Background: an optimization exercise with open tools, aiming at small area. Do not read the settings as production practice.
RTL that was checked went through simulation tests only; none was proved equivalent to the original.
The flow treats the clock pin as an ideal source. Dropping or thinning the clock tree relies on that and would not hold on a real chip.
Power is estimated from default activity; no workload was simulated.

## before
// motor_driver_top
module motor_driver_top(
        input [7:0] SW,
        input clk,
        input rst,
        input [15:0] adc_data,
        output [7:0] LED,
        output [3:0] AN,
        output [6:0] SEG,
        output [3:0] IN
    );
Size: roughly 3200 um2 of cells after synthesis.
==> module motor_driver_top, before the edit <==
module motor_driver_top(
        input [7:0] SW,
        input clk,
        input rst,
        input [15:0] adc_data,
        output [7:0] LED,
        output [3:0] AN,
        output [6:0] SEG,
        output [3:0] IN
    );
    assign LED = SW;
    localparam [13:0] RPOL = 14'h2AAA;
    reg [13:0] rs;
    wire [13:0] r = rs ^ RPOL;
    reg [3:0] q;        
    reg [2:0] hi;       
    wire wrap = (r == 14'b10101101110101);                    
    wire long_next = ~q[3] & q[1] & (q[2] ^ q[0]);            
    always @(posedge clk)
        if (rst) begin
            rs <= RPOL; q <= 0; hi <= 0;
        end else if (wrap) begin
            rs <= {long_next, 13'd0} ^ RPOL;                  
            if (q[3] & q[0]) begin                            
                q <= 0;
                hi <= hi + 1'b1;
            end else
                q <= q + 1'b1;
        end else
            rs <= {r[12:0], ~(r[13] ^ r[12] ^ r[11] ^ r[1])} ^ RPOL;
    reg [9:0] m;
    wire dec = (m[9:5] == 5'b11111) & m[3] & m[0];    
    wire s2  = (m[9:5] == 5'b11111) & m[3] & m[1];    
    wire ovf = (&adc_data[15:6]) & (adc_data[5] | (adc_data[4] & |adc_data[3:0]));
    always @(posedge clk)
        if (rst | s2 | (dec & ovf)) m <= 0;
        else m <= m + 1'b1;
    reg busy;
    always @(posedge clk)
        if (rst) busy <= 0;
        else if (dec & ~ovf) busy <= 1;
        else if (m[7] & ~m[9]) busy <= 0;
    wire [1:0] k = m[6:5];
    wire [1:0] j = m[1:0];
    wire pass = ~m[4] & ~(k[1] & k[0]);
    wire mask = (k[0] & (m[3:0] == 4'd15)) | (k[1] & (m[3:1] == 3'd7));
    wire dw = m[4] & (m[3:2] == 2'b00) & ~(k[1] & k[0]);
    wire stash = dw & ~m[1];
    wire dab = busy & dw;
    localparam [15:0] WPOL = 16'hAAAA;
    reg [15:0] Ws;
    wire [15:0] W = Ws ^ WPOL;
    reg d1, d2, cy;
    wire in = pass & ~mask & W[0];
    wire s0 = in ^ d2 ^ cy;
    wire s1 = (in & d2) | (in & cy) | (d2 & cy);
    always @(posedge clk) begin
        Ws <= ({pass ? s0 : (busy & W[0]), W[15:1]} | ({16{dec}} & {adc_data[14:0], adc_data[15]})) ^ WPOL;
        d1 <= pass ? in : (stash & s0);
        d2 <= d1;
        cy <= s1;
    end
    reg dbit;
    always @(*)
        case ({k[1], j})
            3'b0_00: dbit = k[0] ? (d2 & cy) : (d1 & d2 & cy);
            3'b0_01: dbit = k[0] ? d1 : (d2 ^ cy);
            3'b0_10: dbit = k[0] ? W[13] : d2;
            3'b0_11: dbit = k[0] ? W[11] : W[12];
            3'b1_00: dbit = cy;
            3'b1_01: dbit = W[14];
            3'b1_10: dbit = W[12];
            default: dbit = W[10];
        endcase
    reg [3:0] YH, YT, YO;
    reg YS;
    function [2:0] mod5;
        input [3:0] n;
        begin
            mod5[2] = (n[2] & ~n[1] & ~n[0]) | (n[3] & n[0]);
            mod5[1] = (~n[2] & n[1]) | (n[2] & n[1] & n[0]) | (n[3] & ~n[0]);
            mod5[0] = (~n[3] & ~n[2] & n[0]) | (n[2] & n[1] & ~n[0]) | (n[3] & ~n[0]);
        end
    endfunction
    function ge5;
        input [3:0] n;
        ge5 = n[3] | (n[2] & (n[1] | n[0]));
    endfunction
    always @(posedge clk)
        if (rst | s2) begin
            YH <= 0; YT <= 0; YO <= 0; YS <= 0;
        end else if (dab) begin
            YS <= YS | ge5(YH);
            YH <= {mod5(YH), ge5(YT)};
            YT <= {mod5(YT), ge5(YO)};
            YO <= {mod5(YO), dbit};
        end
    reg [3:0] VH, VT, VO;
    reg VG;
    always @(posedge clk)
        if (rst) begin
            VH <= 0; VT <= 0; VO <= 0; VG <= 0;
        end else if (dec & ovf) begin
            VH <= 0; VT <= 4'd9; VO <= 4'd6; VG <= 1;     
        end else if (s2) begin
            VH <= YH; VT <= YT; VO <= YO; VG <= YS | (YH[3] & YH[0]);    
        end
    reg flagn;    
    wire flag = ~flagn;
    always @(posedge clk)
        if (rst) flagn <= 1;
        else flagn <= ~VG;
    wire [1:0] sel = hi[2:1];
    wire [3:0] dig = sel[1] ? (sel[0] ? VO : VT) : VH;
    reg [6:0] seg;
    always @(*)
        case (dig)
            4'd0: seg = 7'b1000000;
            4'd1: seg = 7'b1111001;
            4'd2: seg = 7'b0100100;
            4'd3: seg = 7'b0110000;
            4'd4: seg = 7'b0011001;
            4'd5: seg = 7'b0010010;
            4'd6: seg = 7'b0000010;
            4'd7: seg = 7'b1111000;
            default: seg = dig[0] ? 7'b0011000 : 7'b0000000;
        endcase
    assign SEG = (sel == 2'd0) ? {1'b0, SW[7], 3'b011, 1'b1, SW[7]} : seg;
    assign AN = ~(4'b1000 >> sel);
    reg p;
    always @(*)
        case (SW[6:0])
            7'b0000001: p = q < 4'd3;
            7'b0000010: p = q < 4'd4;
            7'b0000100: p = q < 4'd5;
            7'b0001000: p = q < 4'd6;
            7'b0010000: p = q < 4'd7;
            7'b0100000: p = q < 4'd8;
            7'b1000000: p = q < 4'd9;
            default: p = 1'b0;
        endcase
    reg inAn, inBn;    
    wire inA = ~inAn, inB = ~inBn;
    always @(posedge clk)
        if (rst) begin
            inAn <= 1; inBn <= 1;
        end else begin
            inAn <= ~(p & SW[7] & ~flag);
            inBn <= ~(p & ~SW[7] & ~flag);
        end
    assign IN = {inA, inB, inB, inA};
endmodule
export LEC_CHECK = 0
export CAP_MARGIN = 20
export CORE_MARGIN = 2
export CORE_UTILIZATION = 55
export SLEW_MARGIN = 20
create_clock -name core_clock -period 100.0 [get_ports {clk}]
standard.sh (not shown) runs the stock make flow with config.mk's settings and CLKGATE_MAP_FILE= SYNTH_SCRIPT=/design/flow/synth_recipe.tcl, a recipe that flattens the netlist after the stock synthesis.
==> flow/flow/run.sh <==
#!/bin/bash
# ORFS layout of the standard synthesis, with these changes:
#  - after the standard synthesis, its combinational cells are mapped again
#    by ABC for area (remap.tcl), with a few ABC scripts (area_*.abc) of
#    which the smallest result is kept; the registers, their cells and
#    their names are the standard synthesis's, untouched;
#  - port buffers are sky130_fd_sc_hd__buf_1 instead of the default cell;
#  - the clock tree is a few large clock buffers, each driving a cluster of
#    registers (clkbuf.tcl), if the register clock pins' slew stays well
#    under the limit; otherwise ORFS's clock tree synthesis without dummy
#    loads.
# Each tool's output goes to its own log file in this folder.
set -euo pipefail
ARGS=("BUFFER_PORTS_ARGS=-buffer_cell sky130_fd_sc_hd__buf_1"
      "CTS_ARGS=-sink_clustering_enable -repair_clock_nets -dont_use_dummy_load")
bash standard.sh "${ARGS[@]}" synth > standard_synth.log 2>&1
R=$PWD/orfs/results/$FLOW_PLATFORM/motor_driver_top/base
PLAT=$FLOW_HOME/platforms/$FLOW_PLATFORM
cp $R/1_2_yosys.v standard_netlist.v
# several ABC scripts (area_*.abc); the smallest result is used
best=""; best_area=""
for abc in flow/area_*.abc; do
  name=$(basename $abc .abc)
  LIB=$PLAT/lib/sky130_fd_sc_hd__tt_025C_1v80.lib \
    IN_V=standard_netlist.v OUT_V=remapped_$name.v ABC_SCRIPT=$PWD/$abc STAT_OUT=remap_stat_$name.log \
    yosys -c flow/remap.tcl > remap_$name.log 2>&1 || continue
  area=$(grep 'Chip area' remap_stat_$name.log | awk '{print $NF}')
  echo "$name $area" >> remap_choice.log
  if [[ -n "$area" ]] && { [[ -z "$best_area" ]] || awk -v a="$area" -v b="$best_area" 'BEGIN { exit !(a < b) }'; }; then
    best=$name; best_area=$area
  fi
done
echo "chosen: $best $best_area" >> remap_choice.log
cp remapped_$best.v remapped_netlist.v
cp remapped_netlist.v $R/1_2_yosys.v
rm -f $R/1_synth.odb $R/1_synth.sdc
bash standard.sh "${ARGS[@]}" place > standard_place.log 2>&1
# clock buffers: the first configuration whose worst register clock-pin
# slew (placement parasitics) is at most 110 ps
done_cts=0
for cfg in "3 sky130_fd_sc_hd__clkbuf_8" "2 sky130_fd_sc_hd__clkbuf_16" "4 sky130_fd_sc_hd__clkbuf_8" "3 sky130_fd_sc_hd__clkbuf_16" "4 sky130_fd_sc_hd__clkbuf_16"; do
  for slack in 1000 0; do
    set -- $cfg
    log=clkbuf_${1}_${2##*__}_$slack.log
    PLAT=$PLAT IN_ODB=$R/3_place.odb IN_SDC=$R/3_place.sdc \
      OUT_ODB=$PWD/clkbuf_try.odb OUT_SDC=$PWD/clkbuf_try.sdc \
      CLKBUF_CELL=$2 CLKBUF_K=$1 CLKROOT_CELL=sky130_fd_sc_hd__clkbuf_4 CLKBUF_SLACK=$slack \
      openroad -no_init -exit flow/clkbuf.tcl > $log 2>&1 || continue
    worst=$(sed -n '/CLOCK PIN SLEWS/,$p' $log | grep '/CLK ^' | awk '{print $3; print $5}' | cut -d: -f1 | sort -g | tail -1)
    echo "$cfg capacity slack $slack: worst clock pin slew $worst" >> clkbuf_choice.log
    if [[ -n "$worst" ]] && awk -v w="$worst" 'BEGIN { exit !(w <= 0.110) }'; then
      cp clkbuf_try.odb $R/4_1_cts.odb
      cp $R/4_1_cts.odb $R/4_cts.odb
      cp clkbuf_try.sdc $R/4_cts.sdc
      done_cts=1
      echo "chosen: $cfg capacity slack $slack" >> clkbuf_choice.log
      break 2
    fi
  done
done
[[ $done_cts == 1 ]] || echo "chosen: ORFS clock tree synthesis" >> clkbuf_choice.log
bash standard.sh "${ARGS[@]}" finish > standard_finish.log 2>&1
Other scripts of this flow, unchanged in this note and not shown: flow/flow/area_s17.abc, flow/flow/area_s19.abc, flow/flow/area_s25.abc, flow/flow/area_t2.abc, flow/flow/area_t4.abc, flow/flow/clkbuf.tcl, flow/flow/remap.tcl
For after, these inputs were changed with respect to before:
--- a/flow/design.v
+++ b/flow/design.v
@@ -105,13 +105,12 @@
             VH <= 0; VT <= 4'd9; VO <= 4'd6; VG <= 1;     
         end else if (s2) begin
             VH <= YH; VT <= YT; VO <= YO; VG <= YS | (YH[3] & YH[0]);    
         end
-    reg flagn;    
-    wire flag = ~flagn;
+    reg flag;
     always @(posedge clk)
-        if (rst) flagn <= 1;
-        else flagn <= ~VG;
+        if (rst) flag <= 0;
+        else flag <= VG;
     wire [1:0] sel = hi[2:1];
     wire [3:0] dig = sel[1] ? (sel[0] ? VO : VT) : VH;
     reg [6:0] seg;
     always @(*)
@@ -139,15 +138,14 @@
             7'b0100000: p = q < 4'd8;
             7'b1000000: p = q < 4'd9;
             default: p = 1'b0;
         endcase
-    reg inAn, inBn;    
-    wire inA = ~inAn, inB = ~inBn;
+    reg inA, inB;
     always @(posedge clk)
         if (rst) begin
-            inAn <= 1; inBn <= 1;
+            inA <= 0; inB <= 0;
         end else begin
-            inAn <= ~(p & SW[7] & ~flag);
-            inBn <= ~(p & ~SW[7] & ~flag);
+            inA <= p & SW[7] & ~flag;
+            inB <= p & ~SW[7] & ~flag;
         end
     assign IN = {inA, inB, inB, inA};
 endmodule
## What came out
- No run among after and before stopped early or left any final violation; all are clean.
- Cmp after and before / number of nets in the synthesized netlist / higher: after
- after and before ended up with nearly the same hold slack.
- after vs before, via total after detailed routing went down by 58.
- Compared after vs before, and longest individual stage delay on the worst path is down in after.
- Across both runs, combinational power share was higher for after than for before.
- after ends up with a power that is 1.1% higher than in before.
- Number of non-clock inverters in the layout for after is lower than for before.
- Final period utilization essentially unchanged between before and after.
- On sum of routed wire length over all layers, after and before are neck and neck.
- after leaves more setup margin than before.
- Side by side, combinational power turned out higher in after than in before.
- Synthesized cell count (lower): before
For before, only the layout was checked, not whether the RTL still works. No run of this note takes its clock network from TritonCTS; it comes from the design's own scripts or RTL.

## what the ideal ports hide
No port has a modelled driver above. Below, the same layouts with a new extraction and two added sets of constraints. Step 1 (the two cells are an assumption about what drives the block):
set clk [get_ports {clk}]
set_driving_cell -lib_cell sky130_fd_sc_hd__clkbuf_16 $clk
set_driving_cell -lib_cell sky130_fd_sc_hd__buf_2 [delete_from_list [all_inputs] $clk]
Step 2 times the ports against the registers' clock, not the clock port: input delays grow and output delays shrink by t, the midpoint of the rising clock arrivals with the driver on. a / b / c = ideal / step 1 / step 2; a / b = the first two.
run | t (ns) | setup slack, ns | worst setup path after step 2 | worst register clock-pin slew, ns | cell pins on the clock port's net
before | 0.216 | 59.430 / 59.408 / 59.408 | input to output | 0.10 / 0.10 | 3
after | 0.224 | 59.531 / 59.505 / 59.505 | input to output | 0.10 / 0.10 | 3
After both steps every run listed still meets setup and hold. The setup slack of after, which loses most, moves by -0.026 ns with the drivers and by -0.026 ns with both steps.
